This is an optimization exercise on Yosys and OpenROAD, whose aim is small area, not a production implementation. Only simulation tests tie the RTL to the original design; equivalence was not proved. Power figures rest on the tool's default switching activity, not on a simulated workload.

### run.sh
#!/bin/bash
# synth_recipe.tcl (not shown) runs the flow's synth.tcl, then flattens the netlist and writes it again
# the make line also repeats each setting of config.mk as NAME=value (left out here)
make -C /OpenROAD-flow-scripts/flow DESIGN_CONFIG=/design/flow/config.mk WORK_HOME=/design/flow/orfs CLKGATE_MAP_FILE= SYNTH_SCRIPT=/design/flow/synth_recipe.tcl finish
### config.mk
export PLATFORM = sky130hd
export DESIGN_NAME = top_RISCV
export DESIGN_NICKNAME = top_RISCV
export VERILOG_FILES = /design/flow/design.v
export SDC_FILE = /design/flow/constraint.sdc
export NUM_CORES = 8
export LEC_CHECK = 0
export ABC_AREA = 1
export CAP_MARGIN = 20
export CORE_MARGIN = 2
export CORE_UTILIZATION = 40
export SLEW_MARGIN = 20
### constraint.sdc
create_clock -name core_clock -period 20.0 [get_ports {clk}]
set_input_delay 4.0000 -clock core_clock [delete_from_list [all_inputs] [get_ports {clk}]]
set_output_delay 4.0000 -clock core_clock [all_outputs]
set_load 0.01 [all_outputs]
### design.v
module adder (
    input wire [31:0] in1,
    input wire [31:0] in2,
    output wire [31:0] out
);
assign out = in1 + in2;
endmodule
module mux2x1 #(parameter n = 32)(
    input wire sel,
    input wire [n-1:0] in0, in1,
    output reg [n-1:0] out
);
always @* begin
    out = (sel) ? in1 : in0;
end
endmodule
module mux3x1 #(parameter n = 32)(
    input wire [1:0] sel,
    input wire [n-1:0] in0, in1, in2,
    output reg [n-1:0] out
);
always @* begin
    case (sel)
        2'b10: out = in2;
        2'b01: out = in1;
        default: out = in0;
    endcase
end
endmodule
module flip_flop #(parameter n = 32) (
    input wire clk,
    input wire rst,
    input wire [n-1:0] d,
    output reg [n-1:0] q
);
always @(posedge clk or posedge rst) begin
    if (rst) begin
        q <= 'b0;
    end
    else begin
        q <= d; 
    end
end
endmodule
module Sign_ext (
    input wire [31:7] in,
    input wire [1:0] opcode,
    output reg [31:0] out
);
always @* begin
    case(opcode)
        2'b00: out = {{20{in[31]}}, in[31:20]};  
        2'b01: out = {{20{in[31]}}, in[31:25], in[11:7]};  
        2'b10: out = {{20{in[31]}}, in[7], in[30:25], in[11:8], 1'b0};  
        2'b11: out = {{12{in[31]}}, in[19:12], in[20], in[30:21], 1'b0};  
        default: out = 32'h00000000;  
    endcase
end
endmodule
module Reg_file (
    input wire clk,
    input wire rst,
    input wire [4:0] Addr1,
    input wire [4:0] Addr2,
    input wire [4:0] Addr3,
    input wire [31:0] wd3,
    input wire we3,
    output reg [31:0] rd1,
    output reg [31:0] rd2
);
reg [31:0] temp [0:31];
integer i;
always @(posedge clk or posedge rst) begin
    if (rst) begin
        for (i = 0; i < 32; i = i + 1) begin
            temp[i] <= 32'h0;
        end
    end
    else begin
        if (we3) begin
            temp[Addr3] <= wd3;
        end
    end
end
always @* begin
    rd1 = (Addr1 == 5'b0) ? 32'h0 : temp[Addr1];
    rd2 = (Addr2 == 5'b0) ? 32'h0 : temp[Addr2];
end
endmodule
module Alu (
    input wire [1:0] ALUctrl,
    input wire [31:0] A, B,
    output reg [31:0] ALUout,
    output wire zero
);
assign zero = (ALUout == 32'b0) ? 1'b1 : 1'b0;
always @(*)
begin
    case(ALUctrl)
        2'b00: ALUout = A + B;
        2'b01: ALUout = A - B;
        2'b10: ALUout = A & B;
        2'b11: ALUout = A | B;
        default: ALUout = 32'b0;
    endcase
end
endmodule
module Alu_decoder (
    input wire [1:0] ALUop,
    input wire [2:0] funct3,
    input wire        funct7_5,
    input wire        op_5,
    output reg [1:0] ALUctrl
);
always @(*)
begin
    case(ALUop)
        2'b00:  
            ALUctrl = 2'b00;
        2'b01:  
            ALUctrl = 2'b01;
        2'b10:  
            case(funct3)
                3'b000: 
                    if ({op_5, funct7_5} == 3'b11)
                        ALUctrl = 2'b01;  
                    else
                        ALUctrl = 2'b00;  
                3'b111: 
                    ALUctrl = 2'b10;  
                3'b110: 
                    ALUctrl = 2'b11;  
                default: 
                    ALUctrl = 2'b00;
            endcase
        default: 
            ALUctrl = 2'b00; 
    endcase
end
endmodule
module main_decoder (
    input wire [6:0] op,
    output reg jump,
    output reg jalr,
    output reg branch,
    output reg [1:0] immsrc,
    output reg ALUsrc,
    output reg [1:0] ALUop,
    output reg [1:0] resultsrc,
    output reg regwr,
    output reg memwr
);
reg [2:0] instr_type;
always @* begin
    instr_type[2] = (op[6] == 1'b1 && op[5:3] == 3'b000) ? 1 : 0;  
    instr_type[1] = (op == 7'b1100011) ? 1 : 0;  
    instr_type[0] = (op == 7'b1101111) ? 1 : 0;  
end
always@(*)
begin
  case(op)
    7'b0000011 :  
    begin
      regwr     = 1'b1  ;
      immsrc    = 2'b00 ;
      ALUsrc    = 1'b1  ;
      memwr     = 1'b0  ;
      resultsrc = 2'b01 ;
      branch    = 1'b0  ; 
      ALUop     = 2'b00 ;
      jump      = 1'b0  ;
      jalr      = 1'b0  ;
    end
    7'b0100011 :  
    begin
      regwr     = 1'b0  ;
      immsrc    = 2'b01 ;
      ALUsrc    = 1'b1  ;
      memwr     = 1'b1  ;
      resultsrc = 2'b00 ;
      branch    = 1'b0  ; 
      ALUop     = 2'b00 ;
      jump      = 1'b0  ;
      jalr      = 1'b0  ;
    end
    7'b0110011 :  
    begin
      regwr     = 1'b1  ;
      immsrc    = 2'b00 ;
      ALUsrc    = 1'b0  ;
      memwr     = 1'b0  ;
      resultsrc = 2'b00 ;
      branch    = 1'b0  ; 
      ALUop     = 2'b10 ;
      jump      = 1'b0  ;
      jalr      = 1'b0  ;
    end
    7'b1100011 :  
    begin
      regwr     = 1'b0  ;
      immsrc    = 2'b10 ;
      ALUsrc    = 1'b0  ;
      memwr     = 1'b0  ;
      resultsrc = 2'b00 ;
      branch    = 1'b1  ; 
      ALUop     = 2'b01 ;
      jump      = 1'b0  ;
      jalr      = 1'b0  ;
    end
    7'b0010011 :  
    begin
      regwr     = 1'b1  ;
      immsrc    = 2'b00 ;
      ALUsrc    = 1'b1  ;
      memwr     = 1'b0  ;
      resultsrc = 2'b00 ;
      branch    = 1'b0  ; 
      ALUop     = 2'b10 ;
      jump      = 1'b0  ;
      jalr      = 1'b0  ;
    end
    7'b1101111 :  
    begin
      regwr     = 1'b1  ;
      immsrc    = 2'b11 ;
      ALUsrc    = 1'b0  ;
      memwr     = 1'b0  ;
      resultsrc = 2'b10 ;
      branch    = 1'b0  ; 
      ALUop     = 2'b00 ;
      jump      = 1'b1  ;
      jalr      = 1'b0  ;
    end
    7'b1100111 :  
    begin
      regwr     = 1'b1  ;
      immsrc    = 2'b00 ;
      ALUsrc    = 1'b1  ;
      memwr     = 1'b0  ;
      resultsrc = 2'b10 ;
      branch    = 1'b0  ; 
      ALUop     = 2'b00 ;
      jump      = 1'b0  ;
      jalr      = 1'b1  ;
    end
    default : 
    begin
      regwr     = 1'b0  ;
      immsrc    = 2'b00 ;
      ALUsrc    = 1'b0  ;
      memwr     = 1'b0  ;
      resultsrc = 2'b00 ;
      branch    = 1'b0  ; 
      ALUop     = 2'b00 ;
      jump      = 1'b0  ;
      jalr      = 1'b0  ;
    end
  endcase
end
endmodule
module control_unit(
    input wire [6:0] op,
    input wire [2:0] funct3,
    input wire funct7_5,
    input wire zero,
    output wire [1:0] PCsrc,
    output wire [1:0] immsrc,
    output wire ALUsrc,
    output wire [1:0] ALUctrl,
    output wire [1:0] resultsrc,
    output wire regwr,
    output wire memwr
);
wire [1:0] ALUop;
wire jump;
wire jalr;
wire branch;
wire zero_new;
assign zero_new = (funct3[0] && op == 7'b1100011) ? !zero : zero;
assign PCsrc = {jalr, ((zero_new & branch) | jump)};
main_decoder u_md (
    .op(op),
    .jump(jump),
    .jalr(jalr),
    .branch(branch),
    .immsrc(immsrc),
    .ALUsrc(ALUsrc),
    .ALUop(ALUop), 
    .resultsrc(resultsrc),
    .regwr(regwr),
    .memwr(memwr)
);
Alu_decoder u_ad (
    .ALUop(ALUop),
    .funct3(funct3),
    .funct7_5(funct7_5),
    .op_5(op[5]),
    .ALUctrl(ALUctrl)
);
endmodule
module datapath (
    input wire clk,
    input wire rst,
    input wire [31:0] instr,
    input wire [31:0] read_data,
    input wire [1:0] PCsrc,
    input wire [1:0] immsrc,
    input wire ALUsrc,
    input wire [1:0] ALUctrl,
    input wire [1:0] resultsrc,
    input wire regwr,
    output wire [31:0] PC,
    output wire zero,
    output wire [31:0] ALUout,
    output wire [31:0] write_data
);
wire [31:0] PCnext, PCplus4, PCtarget;
wire [31:0] result;
wire [31:0] SrcA, SrcB;
wire [31:0] immext;
flip_flop #(32) u_ff(
    .clk(clk),
    .rst(rst),
    .d(PCnext), 
    .q(PC)
);
mux3x1 #(32) u_pcmux (
    .sel(PCsrc),
    .in0(PCplus4),
    .in1(PCtarget),
    .in2({ALUout[31:1], 1'b0}),
    .out(PCnext)
);
Reg_file u_regf (
    .clk(clk),
    .rst(rst),
    .Addr1(instr[19:15]),
    .Addr2(instr[24:20]),
    .Addr3(instr[11:7]),
    .wd3(result), 
    .we3(regwr),
    .rd1(SrcA), 
    .rd2(write_data)
);
Sign_ext u_signext(
    .in(instr[31:7]),
    .opcode(immsrc),
    .out(immext)
);
mux2x1 #(32) u_alumux (
    .sel(ALUsrc),
    .in0(write_data),
    .in1(immext),
    .out(SrcB)
);
adder u_adderplus4 (
    .in1(PC), 
    .in2(32'd4),
    .out(PCplus4)
);
adder u_addertarget (
    .in1(PC), 
    .in2(immext),
    .out(PCtarget)
);
Alu u_ALU (
    .ALUctrl(ALUctrl),
    .A(SrcA),
    .B(SrcB),
    .ALUout(ALUout),
    .zero(zero)
);
mux3x1 #(32) u_resultmux (
    .sel(resultsrc),
    .in0(ALUout),
    .in1(read_data),
    .in2(PCplus4),
    .out(result)
);
endmodule
module top_RISCV #(
    parameter n = 10,
    parameter m = 32
)(
    input wire clk,
    input wire rst,
    output wire [n-1:0] addr,
    output wire [m-1:0] write_data,
    output wire memwr,
    input wire [31:0] read_data,
    output wire [31:0] PC,
    input wire [31:0] instr
);
wire [1:0] PCsrc;
wire [1:0] immsrc;
wire ALUsrc;
wire [1:0] ALUctrl;
wire [1:0] resultsrc;
wire regwr;
wire zero;
wire [31:0] ALUout;
datapath u_dp (
    .clk(clk),
    .rst(rst),
    .instr(instr),
    .read_data(read_data),
    .PC(PC),
    .PCsrc(PCsrc),
    .immsrc(immsrc),
    .ALUsrc(ALUsrc),
    .ALUctrl(ALUctrl),
    .resultsrc(resultsrc),
    .regwr(regwr),
    .zero(zero),
    .ALUout(ALUout),
    .write_data(write_data)
);
control_unit u_cu (
    .op(instr[6:0]),
    .funct3(instr[14:12]),
    .funct7_5(instr[30]),
    .zero(zero),
    .PCsrc(PCsrc),
    .immsrc(immsrc),
    .ALUsrc(ALUsrc),
    .ALUctrl(ALUctrl),
    .resultsrc(resultsrc),
    .regwr(regwr),
    .memwr(memwr)
);
assign addr = ALUout[9:0];
endmodule
==> parameters.txt <==
Parameter                              Value

GRT
  Global-route total usage across every layer    44.5%
  Initial antenna violation count    34
  GRT Residual Overflow    0
  Number of global-route vias before repair    61100
  Largest net degree at the start of global routing    175
  First-pass GRT wire length    480 mm

Place
  Total half-perimeter wirelength after legalization and detailed placement    224 mm
  Cell Count Post-Placement    10400
  Placer's final routability congestion estimate    1.07
  Number of buffers inserted by port buffering    140

Timing
  Layout Skew    0.0476 ns
  Setup repair after global routing missed its margin    false
  Max-Slew Margin vs Limit    15.1%
  Total count of max-transition violations in the final report    0
  Fin crit share    77.0%
  Final-report hold violation count    0
  Time the final worst path needs with I/O delays and setup    15.40 ns
  Transition at the pin with the smallest max-transition slack    1.27 ns
  Final-report setup violation count    0
  Fmax    65.0 MHz
  Summed negative setup slack over all endpoints    0 ns

Critical path
  Delay of the slowest cell on the worst path    0.81 ns
  CP startpoint kind    input pin
  Launch point of the worst path    instr[21]
  Category of the worst setup path capture point    output pin
  Worst flop-to-flop path startpoint    u_dp.u_regf.temp[28][5]
  Maximum fanout along the worst path    30
  Arrival time of the worst setup path    11.40 ns
  Cell with the largest stage delay on the worst path    nand3_1
  CP Data Required Time    16.00 ns
  Worst path most repeated cell    nand2_1
  Kind of critical path    in -> out

Status
  Outcome  timing/DRC/antenna clean

Detailed routing
  Post-route antenna net violation count    0
  Initial DRC count    12200
  Ratio of routed vias to standard cells    6.37
  DRC violation count after routing    0
  WL final    349 mm
  Wire length per cell    32.8 um
  Total vias in the final route    67800
  Number of optimization iterations in the first detailed-route pass    13

Yosys
  Post-synth cell types    57
  Warnings, synthesis    9
  Sequential fraction of the synthesis area    42.5%
  Post-synth top area cell    dfrtp_1
  Share of cell area taken by muxes after synthesis    0%
  XOR/XNOR Fraction of Synth Area    0.843%
  Fraction of synthesis flops using an asynchronous set or reset pin    100%
  Largest family of logic cells by synthesized area    simple AND/OR/NAND/NOR gates
  Simple logic cell fraction of the synthesized area    31.1%
  Number of flops mapped to enable cells by yosys    0
  Synthesized netlist cell count    8616
  Post-synthesis average cell area    6.99 um^2
  Primary flip-flop cell chosen by synthesis mapping    dfrtp_1
  Combined area of all synthesized cells    60300 um^2
  Synth area leaders    dfrtp_1, nand2_1, o21ai_0
  Arithmetic-cell share of the synthesized area counting full adders, half adders and majority gates    1.56%
  Fraction of synthesized cell area taken by the top area cell type    42.5%
  Synthesized-area fraction occupied by ao, oa, aoi and oai cells    16.7%
  Synth Register Bits    1024
  Syn nets    8756

Clock network
  CTS H-tree depth    3
  Postcts setup bufs    0
  Cell at the root of the clock tree    clkbuf_16
  Count of cells resized by post-cts repair    0
  Clock Pin Slew Worst Setup and Hold Paths    0.06 ns
  TritonCTS clock tree    built
  Clock latency at the later pin of the worst-skew pair    0.80 ns
  Number of clock buffers inserted by TritonCTS    117
  Hold-fix buffers at CTS    0
  CTS sink count    1024
  Bufs on Longest Clock Path    3

Floorplanning
  Number of I/O pins    141
  Die Area    154000 um^2
  Initial core utilization    40.2%
  Floorplan Core Area    150000 um^2
  Floorplan die height    392 um
  Horizontal die dimension    392 um
  Number of standard-cell rows in the floorplan    142

Power
  Pwr per Cell Area    86.1 nW/um^2
  Standby leakage power    32.0 nW
  Max VDD drop    0.0807 mV

Worst hold path
  Type of the most critical hold path    reg -> reg
  Startpoint of the worst hold path    u_dp.u_regf.temp[20][21]

Final layout
  Top library cells by usage in the layout, fill and taps aside    nand2_1, o21ai_0, dfrtp_1
  Finished Core Util    45.4%
  Layout overhead on the synthesized area    12.7%
  Final std cells w/o fill    10600
  Number of nets in the layout    8638
  Most common cell after layout, fill and taps aside    nand2_1
  Ratio of cells with drive above 1 in the final layout    6.88%

Job
  Max-capacitance violation count    0
[logic make-up (layout without fill, tap and decap cells)]
| family | Yosys count | after routing |
|---|---|---|
| fa+ha+maj | 74 | 74 |
| simple gates | 4530 | 4530 |
| xor+xnor | 58 | 58 |
| flops | 1024 | 1024 |
| compound gates | 1833 | 1833 |
| other cells | 0 | 32 |
| buf+inv | 1097 | 1076 |
[power breakdown]
group          leakage [nW]  internal, W  switching [W]  total [W]
logic                  16.0     0.000302       0.000887    0.00119
clock network          2.00      0.00135       0.000995    0.00235
registers              14.0      0.00218       0.000133    0.00231
[per-layer routing]
metal	share of wire, %	vias to the layer above	track usage (%)	wire length, um
li1	-	28200	-	-
met5	0.056	-	0.223	194
met1	38	32000	59.2	133000
met2	38	5987	58.7	133000
met3	15	1509	17.1	52900
met4	8.6	27	30.7	29800
[flip-flops by register name (all words and copies together) (netlist names)]
name,cells
u_dp.u_ff.q,32
u_dp.u_regf.temp,992
[worst paths after layout]
| kind | depth (start not counted) | endpoint | slack (ns) |
|---|---|---|---|
| min in group asynchronous | 2 | u_dp.u_regf.temp[18][2] | 3.75 |
| hold / removal | 2 | u_dp.u_regf.temp[20][21] | 0.49 |
| hold reg to reg | 2 | u_dp.u_regf.temp[20][21] | 0.49 |
| max in group asynchronous | 6 | u_dp.u_regf.temp[10][15] | 12.24 |
| setup reg to reg | 44 | u_dp.u_ff.q[22] | 10.86 |
| setup / recovery | 27 | addr[9] | 4.60 |
[cell usage after synthesis (12+ instances only)]
| library cell | n |
|---|---|
| nor2_1 | 682 |
| xor2_1 | 41 |
| nand2_2 | 17 |
| clkbuf_1 | 398 |
| nand2_1 | 2951 |
| xnor2_1 | 17 |
| dfrtp_1 | 1024 |
| a32o_1 | 15 |
| o2111ai_1 | 22 |
| a22o_1 | 35 |
| o21ai_0 | 1188 |
| ha_1 | 72 |
| buf_2 | 117 |
| nand4_1 | 256 |
| o22ai_1 | 30 |
| a21oi_1 | 244 |
| nor2_2 | 34 |
| a211oi_1 | 29 |
| nor3_1 | 59 |
| buf_6 | 12 |
| nor4_1 | 17 |
| a22oi_1 | 43 |
| o21ai_1 | 106 |
| a31oi_1 | 15 |
| o211ai_1 | 15 |
| clkinv_1 | 34 |
| a21boi_0 | 20 |
| a221oi_1 | 21 |
| buf_1 | 31 |
| nand3_1 | 466 |
| inv_2 | 19 |
| inv_1 | 475 |
[worst max-delay path: cells and delay by family]
family,cells,cell delay [ns]
buffers and inverters,5,2.10
xor gates and xnor gates,1,0.14
adders and majority gates,2,0.62
AOI/OAI and AO/OA,6,1.58
and+or+nand+nor,13,2.88
[final cells by class]
type / count / area, um^2
repair buffers: 331 / 2950
fillers: 15400 / 81800
clock inverters: 51 / 698
clock buffers: 165 / 3400
multi-input cells: 6495 / 30700
well taps: 2016 / 2520
inverters: 529 / 2000
diodes: 32 / 80.1
flip-flops and latches: 1024 / 25600
[through the flow]
step	worst slack (ns)	hold slack, ns	power, W	instance area, um^2
global route	4.55	0.500	0.00600	67900
global placement	5.21	0.466	0.00347	63700
CTS	5.11	0.489	0.00578	67800
detailed placement	5.13	0.474	0.00347	63700
floorplan	1.89	0.453	0.00293	60300
finish	4.60	0.486	0.00585	67900

==> static timing again, ports no longer ideal <==
No port has a modelled driver above. Below, the same layout with a new extraction and two added sets of constraints.
Step 1 assumes that a clkbuf_16 drives the clock port and a buf_2 every other input.
Step 2 adds t to the input delays and takes it off the output delays; t is the mean of the earliest and latest rising clock arrival at the registers after step 1. Input paths then give back, and output paths get back, about the clock's delay inside the block.
a / b / c = ideal ports / drivers / drivers and shift; a / b = the first two.
shift t [ns]: 0.859
setup WS [ns]: 4.605 / 4.544 / 4.544
worst setup path at the end: input to output
worst data-port slew with drivers (ns): 0.12
pins driven straight from the clock port: 1
After both steps setup and hold are still met in this run. The setup slack of this run moves by -0.061 ns with the drivers and by -0.061 ns with both steps.
